Source: an optimization exercise on an open RTL-to-GDS flow (aim: small area, a short achievable clock period and few clock cycles per item). Production flows keep margins and buffers that such runs may drop. In this exercise RTL edits were held to simulation tests only and were not proved equivalent to the original.

the reference run:
## div_top
module div_top (
    input  logic        clk,
    input  logic        rst,
    input  logic        in_valid,
    output logic        in_ready,
    input  logic  [2:0] in_op,
    input  logic [63:0] in_a,
    input  logic [63:0] in_b,
    output logic        out_valid,
    input  logic        out_ready,
    output logic [63:0] out_result
);
Size in the first run: about 3,500 cells after synthesis, ~220 flip-flops, ~200 I/O pins, about 0.024 mm^2 of cells after synthesis.
==> module div_top, before the edit <==
module div_top (
    input  logic        clk,
    input  logic        rst,
    input  logic        in_valid,
    output logic        in_ready,
    input  logic  [2:0] in_op,
    input  logic [63:0] in_a,
    input  logic [63:0] in_b,
    output logic        out_valid,
    input  logic        out_ready,
    output logic [63:0] out_result
);
    localparam [2:0] S_IDLE = 3'd0, S_P1 = 3'd1, S_P2 = 3'd2, S_ITER = 3'd3, S_POST = 3'd4;
    logic  [2:0] st;
    logic [64:0] R, V;      
    logic [63:0] Q;         
    logic  [5:0] cnt;       
    logic  [5:0] pb;        
    logic        w, rm;     
    logic        sa;        
    logic        cin;       
    logic        neg;       
    logic        zq;        
    logic        ovld;
    function automatic [6:0] hpos(input logic [63:0] x);
        logic [63:0] v [0:6];
        logic [5:0]  p [0:6][0:63];
        for (int i = 0; i < 64; i++) begin v[0][i] = x[i]; p[0][i] = 6'd0; end
        for (int l = 1; l <= 6; l++) begin
            for (int i = 0; i < 64; i++) begin v[l][i] = 1'b0; p[l][i] = 6'd0; end
            for (int i = 0; i < (64 >> l); i++) begin
                v[l][i] = v[l-1][2*i+1] | v[l-1][2*i];
                p[l][i] = v[l-1][2*i+1] ? (p[l-1][2*i+1] | (6'd1 << (l-1))) : p[l-1][2*i];
            end
        end
        hpos = {v[6][0], p[6][0]};    
    endfunction
    logic [64:0] ia, ib;
    logic        iadd;
    always_comb begin
        ia = in_op[2] ? {{33{~in_op[0] & in_a[31]}}, in_a[31:0]} : {~in_op[0] & in_a[63], in_a};
        ib = in_op[2] ? {{33{~in_op[0] & in_b[31]}}, in_b[31:0]} : {~in_op[0] & in_b[63], in_b};
        iadd = ia[64] ^ ib[64];
    end
    logic [65:0] sum;
    logic [64:0] S;
    logic        zs, c;
    always_comb begin
        sum = {R, 1'b1} + {V, cin};
        S   = sum[65:1];
        zs  = &((R ^ V) ~^ {R[63:0] | V[63:0], cin});
        c   = sa ? (S[64] | zs) : ~S[64];
    end
    logic  [6:0] ha, hb;
    logic        dz;
    always_comb begin
        ha = hpos(sa ? {~R[62:0], 1'b1} : R[63:0]);
        hb = hpos(V[63:0] ^ {64{V[64]}});
        dz = ~hb[6] & (V[64] == cin);
    end
    logic  [5:0] sh;
    logic        sh0;       
    always_comb begin
        sh  = cnt - pb;
        sh0 = cnt == pb;
    end
    logic [64:0] Vsh;
    always_comb begin
        Vsh = V;
        for (int k = 0; k < 6; k++)
            if (sh[k]) Vsh = (Vsh << (1 << k)) | (cin ? ~({65{1'b1}} << (1 << k)) : 65'd0);
    end
    logic [63:0] r;
    always_comb begin
        r = rm ? R[63:0] : (zq ? {64{neg}} : Q);
        if (w) r[63:32] = {32{r[31]}};
    end
    logic  [2:0] st_n;
    logic        ovld_n, rdy;
    always_comb begin
        st_n   = st;
        ovld_n = ovld & ~out_ready;
        case (st)
            S_IDLE: if (in_valid) st_n = S_P1;
            S_P1:   st_n = (dz | ~c) ? S_POST : S_P2;
            S_P2:   if (~ovld) st_n = sh0 ? S_POST : S_ITER;
            S_ITER: if (cnt == 6'd0) st_n = S_POST;
            S_POST: if (~ovld) begin
                ovld_n = 1'b1;
                st_n   = in_valid ? S_P1 : S_IDLE;
            end
            default: st_n = S_IDLE;
        endcase
    end
    always_ff @(posedge clk) begin
        if (rst) begin
            st   <= S_IDLE;
            ovld <= 1'b0;
            rdy  <= 1'b1;
        end else begin
            st   <= st_n;
            ovld <= ovld_n;
            rdy  <= (st_n == S_IDLE) | (st_n == S_POST & ~ovld_n);
        end
    end
    always_ff @(posedge clk) begin
        case (st)
            S_IDLE, S_POST: if (in_ready) begin
                R   <= ia;
                V   <= iadd ? ib : ~ib;
                cin <= ~iadd;
                sa  <= ia[64];
                neg <= iadd & ~in_op[1];
                w   <= in_op[2];
                rm  <= in_op[1];
            end
            S_P1: begin
                cnt <= ha[5:0];
                pb  <= hb[5:0];
                zq  <= dz | ~c;
                if (dz | ~c) neg <= dz;
                else if (neg) R <= S;
            end
            S_P2: if (~ovld) begin
                if (sh0) begin
                    if (c) R <= S;
                    Q <= {{63{neg}}, c ^ neg};
                end else begin
                    V   <= Vsh;
                    cnt <= sh;
                    Q   <= {64{neg}};
                end
            end
            S_ITER: begin
                if (c) R <= S;
                Q   <= {Q[62:0], c ^ neg};
                V   <= {V[64], V[64:1]};
                cnt <= cnt - 6'd1;
            end
            default: ;
        endcase
        if (st == S_POST && ~ovld) Q <= r;
    end
    always_comb in_ready   = rdy;
    always_comb out_valid  = ovld;
    always_comb out_result = Q;
endmodule
export LEC_CHECK = 0
export ABC_AREA = 1
export CAP_MARGIN = 20
export CORE_MARGIN = 2
export CORE_UTILIZATION = 40
export SLEW_MARGIN = 20
create_clock -name core_clock -period 8.0 [get_ports {clk}]
standard.sh (not shown) runs the stock make flow with config.mk's settings and CLKGATE_MAP_FILE= SYNTH_SCRIPT=/design/flow/synth_recipe.tcl, a recipe that flattens the netlist after the stock synthesis.
==> flow/flow/run.sh <==
#!/bin/bash
# Layout: the standard flow (standard.sh) with one change: the port
# buffers that global placement inserts on every input and output are
# sky130_fd_sc_hd__buf_2 cells instead of the default pick,
# sky130_fd_sc_hd__clkdlybuf4s50_1 (a delay buffer: larger and about 0.4 ns
# slower on every path from an input or to an output).  Timing repair aims
# at 4.5 ns of setup slack, as SETUP_SLACK_MARGIN does in config.mk.
# The whole make output goes to run_flow.log in this folder; ORFS keeps each
# step's own log under orfs/logs/.
set -euo pipefail
bash standard.sh SETUP_SLACK_MARGIN=4.5 "BUFFER_PORTS_ARGS=-buffer_cell sky130_fd_sc_hd__buf_2" finish > run_flow.log 2>&1
The reference run finished end to end and its layout was clean on timing, DRC and antenna.
Testbench counts of the reference run, summed over its fixed seeds: cycles 22,018, divs 2,048.
--- input diff the reference run..the trial run ---
--- a/flow/design.v
+++ b/flow/design.v
@@ -35,12 +35,14 @@
         end
         hpos = {v[6][0], p[6][0]};    
     endfunction
-    logic [64:0] ia, ib;
-    logic        iadd;
+    logic [64:0] ia, ib;    
+    logic        isa, isb, iinv;
     always_comb begin
-        ia = in_op[2] ? {{33{~in_op[0] & in_a[31]}}, in_a[31:0]} : {~in_op[0] & in_a[63], in_a};
-        ib = in_op[2] ? {{33{~in_op[0] & in_b[31]}}, in_b[31:0]} : {~in_op[0] & in_b[63], in_b};
-        iadd = ia[64] ^ ib[64];
+        isa  = ~in_op[0] & (in_op[2] ? in_a[31] : in_a[63]);
+        isb  = ~in_op[0] & (in_op[2] ? in_b[31] : in_b[63]);
+        iinv = ~(isa ^ isb);
+        ia   = {isa, in_op[2] ? {32{isa}} : in_a[63:32], in_a[31:0]};
+        ib   = {~isa, in_op[2] ? {32{~isa}} : in_b[63:32] ^ {32{iinv}}, in_b[31:0] ^ {32{iinv}}};
     end
     logic [65:0] sum;
     logic [64:0] S;
@@ -107,10 +109,10 @@
         case (st)
             S_IDLE, S_POST: if (in_ready) begin
                 R   <= ia;
-                V   <= iadd ? ib : ~ib;
-                cin <= ~iadd;
-                sa  <= ia[64];
-                neg <= iadd & ~in_op[1];
+                V   <= ib;
+                cin <= iinv;
+                sa  <= isa;
+                neg <= ~iinv & ~in_op[1];
                 w   <= in_op[2];
                 rm  <= in_op[1];
             end
==> run notes <==
The trial run ran to completion and came out clean on the timing, DRC and antenna checks. For the trial run, the library cell contributing the largest single delay on the critical path was nor3_2, unlike the reference run, where it was fa_2. Delta(post-placement cell count, the trial run - the reference run) < 0. The trial run ends up with a layout buffering overhead excluding clock cells that is 0.59 points lower than in the reference run. Delta(largest stage delay on the critical path, the trial run - the reference run) < 0. Taking the reference run as the reference, in the trial run overall global routing resource usage now larger, area added between synthesis and finish now smaller, arrival time at the worst endpoint essentially unchanged, sequential share of cell area went up 0.24 points. The trial run reports a higher hold slack than the reference run does. Looking at cell area across both flows, the trial run is the stronger of the two, with the reference run trailing.
Testbench counts of the trial run, summed over its fixed seeds: cycles 22,018, divs 2,048.

---

The RTL this note starts from:
==> flow/design.v <==
module div_top (
    input  logic        clk,
    input  logic        rst,
    input  logic        in_valid,
    output logic        in_ready,
    input  logic  [2:0] in_op,
    input  logic [63:0] in_a,
    input  logic [63:0] in_b,
    output logic        out_valid,
    input  logic        out_ready,
    output logic [63:0] out_result
);
    localparam [2:0] S_IDLE = 3'd0, S_P1 = 3'd1, S_P2 = 3'd2, S_ITER = 3'd3, S_POST = 3'd4;
    logic  [2:0] st;
    logic [64:0] R, V;      
    logic [63:0] Q;         
    logic  [6:0] cnt;       
    logic  [5:0] pb;        
    logic        w, rm;     
    logic        sa;        
    logic        cin;       
    logic        neg;       
    logic        zq;        
    logic        ovld;
    function automatic [6:0] hpos(input logic [63:0] x);
        logic [63:0] v [0:6];
        logic [5:0]  p [0:6][0:63];
        for (int i = 0; i < 64; i++) begin v[0][i] = x[i]; p[0][i] = 6'd0; end
        for (int l = 1; l <= 6; l++) begin
            for (int i = 0; i < 64; i++) begin v[l][i] = 1'b0; p[l][i] = 6'd0; end
            for (int i = 0; i < (64 >> l); i++) begin
                v[l][i] = v[l-1][2*i+1] | v[l-1][2*i];
                p[l][i] = v[l-1][2*i+1] ? (p[l-1][2*i+1] | (6'd1 << (l-1))) : p[l-1][2*i];
            end
        end
        hpos = {v[6][0], p[6][0]};    
    endfunction
    logic [64:0] ia, ib;    
    logic        isa, isb, iinv;
    always_comb begin
        isa  = ~in_op[0] & (in_op[2] ? in_a[31] : in_a[63]);
        isb  = ~in_op[0] & (in_op[2] ? in_b[31] : in_b[63]);
        iinv = ~(isa ^ isb);
        ia   = {isa, in_op[2] ? {32{isa}} : in_a[63:32], in_a[31:0]};
        ib   = {~isa, in_op[2] ? {32{~isa}} : in_b[63:32] ^ {32{iinv}}, in_b[31:0] ^ {32{iinv}}};
    end
    logic [65:0] sum;
    logic [64:0] S;
    logic        zs, c;
    always_comb begin
        sum = {R, 1'b1} + {V, cin};
        S   = sum[65:1];
        zs  = &((R ^ V) ~^ {R[63:0] | V[63:0], cin});
        c   = sa ? (S[64] | zs) : ~S[64];
    end
    logic  [6:0] ha, hb, ht;
    logic [64:0] ta;
    logic        dz;
    always_comb begin
        ta = R ^ {R[63:0], 1'b0};
        ht = hpos(ta[63:0]);
        ha = ta[64] ? 7'd64 : {1'b0, ht[5:0]};
        hb = hpos(V[64:1] ^ V[63:0]);
        dz = ~hb[6] & (V[64] == cin);
    end
    logic  [5:0] sh, d0, d1;
    logic        sh0;       
    always_comb begin
        d0  = cnt[5:0] + ~pb;   
        d1  = cnt[5:0] - pb;
        sh  = sa ? d1 : d0;
        sh0 = sh == 6'd0;
    end
    logic [64:0] Vsh;
    always_comb begin
        Vsh = V;
        for (int k = 0; k < 6; k++)
            if (sh[k]) Vsh = (Vsh << (1 << k)) | (cin ? ~({65{1'b1}} << (1 << k)) : 65'd0);
    end
    logic [63:0] r;
    always_comb begin
        r = rm ? R[63:0] : (zq ? {64{neg}} : Q);
        if (w) r[63:32] = {32{r[31]}};
    end
    logic  [2:0] st_n;
    logic        ovld_n, rdy;
    always_comb begin
        st_n   = st;
        ovld_n = ovld & ~out_ready;
        case (st)
            S_IDLE: if (in_valid) st_n = S_P1;
            S_P1:   st_n = (dz | ~c) ? S_POST : S_P2;
            S_P2:   if (~ovld) st_n = sh0 ? S_POST : S_ITER;
            S_ITER: if (cnt == 7'd0) st_n = S_POST;
            S_POST: if (~ovld) begin
                ovld_n = 1'b1;
                st_n   = in_valid ? S_P1 : S_IDLE;
            end
            default: st_n = S_IDLE;
        endcase
    end
    always_ff @(posedge clk) begin
        if (rst) begin
            st   <= S_IDLE;
            ovld <= 1'b0;
            rdy  <= 1'b1;
        end else begin
            st   <= st_n;
            ovld <= ovld_n;
            rdy  <= (st_n == S_IDLE) | (st_n == S_POST & ~ovld_n);
        end
    end
    always_ff @(posedge clk) begin
        case (st)
            S_IDLE, S_POST: if (in_ready) begin
                R   <= ia;
                V   <= ib;
                cin <= iinv;
                sa  <= isa;
                neg <= ~iinv & ~in_op[1];
                w   <= in_op[2];
                rm  <= in_op[1];
            end
            S_P1: begin
                cnt <= ha;
                pb  <= hb[5:0];
                zq  <= dz | ~c;
                if (dz | ~c) neg <= dz;
                else if (neg) R <= S;
            end
            S_P2: if (~ovld) begin
                if (sh0) begin
                    if (c) R <= S;
                    Q <= {{63{neg}}, c ^ neg};
                end else begin
                    V   <= Vsh;
                    cnt <= {1'b0, sh};
                    Q   <= {64{neg}};
                end
            end
            S_ITER: begin
                if (c) R <= S;
                Q   <= {Q[62:0], c ^ neg};
                V   <= {V[64], V[64:1]};
                cnt <= cnt - 7'd1;
            end
            default: ;
        endcase
        if (st == S_POST && ~ovld) Q <= r;
    end
    always_comb in_ready   = rdy;
    always_comb out_valid  = ovld;
    always_comb out_result = Q;
endmodule
==> flow/config.mk <==
export PLATFORM = sky130hd
export DESIGN_NAME = div_top
export DESIGN_NICKNAME = div_top
export VERILOG_FILES = /design/flow/design.v
export SDC_FILE = /design/flow/constraint.sdc
export NUM_CORES = 4
export LEC_CHECK = 0
export ABC_AREA = 1
export CAP_MARGIN = 20
export CORE_MARGIN = 2
export CORE_UTILIZATION = 40
export SLEW_MARGIN = 20
==> flow/constraint.sdc <==
create_clock -name core_clock -period 8.0 [get_ports {clk}]
set_input_delay 1.6000 -clock core_clock [delete_from_list [all_inputs] [get_ports {clk}]]
set_output_delay 1.6000 -clock core_clock [all_outputs]
set_load 0.01 [all_outputs]
==> flow/flow/run.sh <==
#!/bin/bash
# Layout: the standard flow (standard.sh) with one change: the port
# buffers that global placement inserts on every input and output are
# sky130_fd_sc_hd__buf_2 cells instead of the default pick,
# sky130_fd_sc_hd__clkdlybuf4s50_1 (a delay buffer: larger and about 0.4 ns
# slower on every path from an input or to an output).  Timing repair aims
# at 4.75 ns of setup slack, as SETUP_SLACK_MARGIN does in config.mk.
# The whole make output goes to run_flow.log in this folder; ORFS keeps each
# step's own log under orfs/logs/.
set -euo pipefail
bash standard.sh SETUP_SLACK_MARGIN=4.75 "BUFFER_PORTS_ARGS=-buffer_cell sky130_fd_sc_hd__buf_2" finish > run_flow.log 2>&1
Testbench counts at the start, summed over its fixed seeds: cycles 22,018, divs 2,048.
Next try:
--- a/flow/design.v
+++ b/flow/design.v
@@ -13,9 +13,9 @@
     localparam [2:0] S_IDLE = 3'd0, S_P1 = 3'd1, S_P2 = 3'd2, S_ITER = 3'd3, S_POST = 3'd4;
     logic  [2:0] st;
     logic [64:0] R, V;      
     logic [63:0] Q;         
-    logic  [6:0] cnt;       
+    logic  [5:0] cnt;       
     logic  [5:0] pb;        
     logic        w, rm;     
     logic        sa;        
     logic        cin;       
@@ -34,16 +34,14 @@
             end
         end
         hpos = {v[6][0], p[6][0]};    
     endfunction
-    logic [64:0] ia, ib;    
-    logic        isa, isb, iinv;
+    logic [64:0] ia, ib;
+    logic        iadd;
     always_comb begin
-        isa  = ~in_op[0] & (in_op[2] ? in_a[31] : in_a[63]);
-        isb  = ~in_op[0] & (in_op[2] ? in_b[31] : in_b[63]);
-        iinv = ~(isa ^ isb);
-        ia   = {isa, in_op[2] ? {32{isa}} : in_a[63:32], in_a[31:0]};
-        ib   = {~isa, in_op[2] ? {32{~isa}} : in_b[63:32] ^ {32{iinv}}, in_b[31:0] ^ {32{iinv}}};
+        ia = in_op[2] ? {{33{~in_op[0] & in_a[31]}}, in_a[31:0]} : {~in_op[0] & in_a[63], in_a};
+        ib = in_op[2] ? {{33{~in_op[0] & in_b[31]}}, in_b[31:0]} : {~in_op[0] & in_b[63], in_b};
+        iadd = ia[64] ^ ib[64];
     end
     logic [65:0] sum;
     logic [64:0] S;
     logic        zs, c;
@@ -52,25 +50,20 @@
         S   = sum[65:1];
         zs  = &((R ^ V) ~^ {R[63:0] | V[63:0], cin});
         c   = sa ? (S[64] | zs) : ~S[64];
     end
-    logic  [6:0] ha, hb, ht;
-    logic [64:0] ta;
+    logic  [6:0] ha, hb;
     logic        dz;
     always_comb begin
-        ta = R ^ {R[63:0], 1'b0};
-        ht = hpos(ta[63:0]);
-        ha = ta[64] ? 7'd64 : {1'b0, ht[5:0]};
-        hb = hpos(V[64:1] ^ V[63:0]);
+        ha = hpos(sa ? {~R[62:0], 1'b1} : R[63:0]);
+        hb = hpos(V[63:0] ^ {64{V[64]}});
         dz = ~hb[6] & (V[64] == cin);
     end
-    logic  [5:0] sh, d0, d1;
+    logic  [5:0] sh;
     logic        sh0;       
     always_comb begin
-        d0  = cnt[5:0] + ~pb;   
-        d1  = cnt[5:0] - pb;
-        sh  = sa ? d1 : d0;
-        sh0 = sh == 6'd0;
+        sh  = cnt - pb;
+        sh0 = cnt == pb;
     end
     logic [64:0] Vsh;
     always_comb begin
         Vsh = V;
@@ -90,9 +83,9 @@
         case (st)
             S_IDLE: if (in_valid) st_n = S_P1;
             S_P1:   st_n = (dz | ~c) ? S_POST : S_P2;
             S_P2:   if (~ovld) st_n = sh0 ? S_POST : S_ITER;
-            S_ITER: if (cnt == 7'd0) st_n = S_POST;
+            S_ITER: if (cnt == 6'd0) st_n = S_POST;
             S_POST: if (~ovld) begin
                 ovld_n = 1'b1;
                 st_n   = in_valid ? S_P1 : S_IDLE;
             end
@@ -113,17 +106,17 @@
     always_ff @(posedge clk) begin
         case (st)
             S_IDLE, S_POST: if (in_ready) begin
                 R   <= ia;
-                V   <= ib;
-                cin <= iinv;
-                sa  <= isa;
-                neg <= ~iinv & ~in_op[1];
+                V   <= iadd ? ib : ~ib;
+                cin <= ~iadd;
+                sa  <= ia[64];
+                neg <= iadd & ~in_op[1];
                 w   <= in_op[2];
                 rm  <= in_op[1];
             end
             S_P1: begin
-                cnt <= ha;
+                cnt <= ha[5:0];
                 pb  <= hb[5:0];
                 zq  <= dz | ~c;
                 if (dz | ~c) neg <= dz;
                 else if (neg) R <= S;
@@ -133,17 +126,17 @@
                     if (c) R <= S;
                     Q <= {{63{neg}}, c ^ neg};
                 end else begin
                     V   <= Vsh;
-                    cnt <= {1'b0, sh};
+                    cnt <= sh;
                     Q   <= {64{neg}};
                 end
             end
             S_ITER: begin
                 if (c) R <= S;
                 Q   <= {Q[62:0], c ^ neg};
                 V   <= {V[64], V[64:1]};
-                cnt <= cnt - 7'd1;
+                cnt <= cnt - 6'd1;
             end
             default: ;
         endcase
         if (st == S_POST && ~ovld) Q <= r;
Via count shrinks slightly; register-to-register slack improved by 0.03 ns; first-iteration DRC count grows by roughly a tenth; wire length shrinks slightly; die area hardly moves; fmax grows slightly; critical path depth shrinks by 1; synthesized area hardly moves; worst setup slack improved by 0.032 ns; utilization shrinks by 2.8 points; hold slack got worse by 0.0099 ns.
Testbench counts after the change, summed over its fixed seeds: cycles 22,018, divs 2,048.

-- what the ideal ports hide --
The results above use ideal ports. As a check the final layouts listed here were re-extracted and re-timed, cells and wires unchanged. Step 1 sets driving cells, clkbuf_16 on the clock port and buf_2 on the other inputs (assumed; they add their load-dependent delay and slew). Step 2 adds t to the input delays and takes it off the output delays; t is the mean of the earliest and latest rising clock arrival at the registers after step 1. Input paths then give back, and output paths get back, about the clock's delay inside the block. a / b / c = no drivers / after step 1 / after step 2; a / b = the first two.
| run | t, ns | setup slack, ns | worst slew at a driven data input, ns |
|---|---|---|---|
| the reference run | 0.661 | 4.496 / 4.496 / 3.972 | 0.06 |
| the trial run | 0.663 | 4.461 / 4.461 / 4.113 | 0.06 |
| the first run of note 2 | 0.659 | 4.400 / 4.400 / 4.133 | 0.06 |
| the second run of note 2 | 0.671 | 4.433 / 4.433 / 3.948 | 0.34 |
After both steps every run listed still meets setup and hold. For the reference run, which loses most, drivers alone change the setup slack by 0.000 ns; drivers and shift together by -0.524 ns.
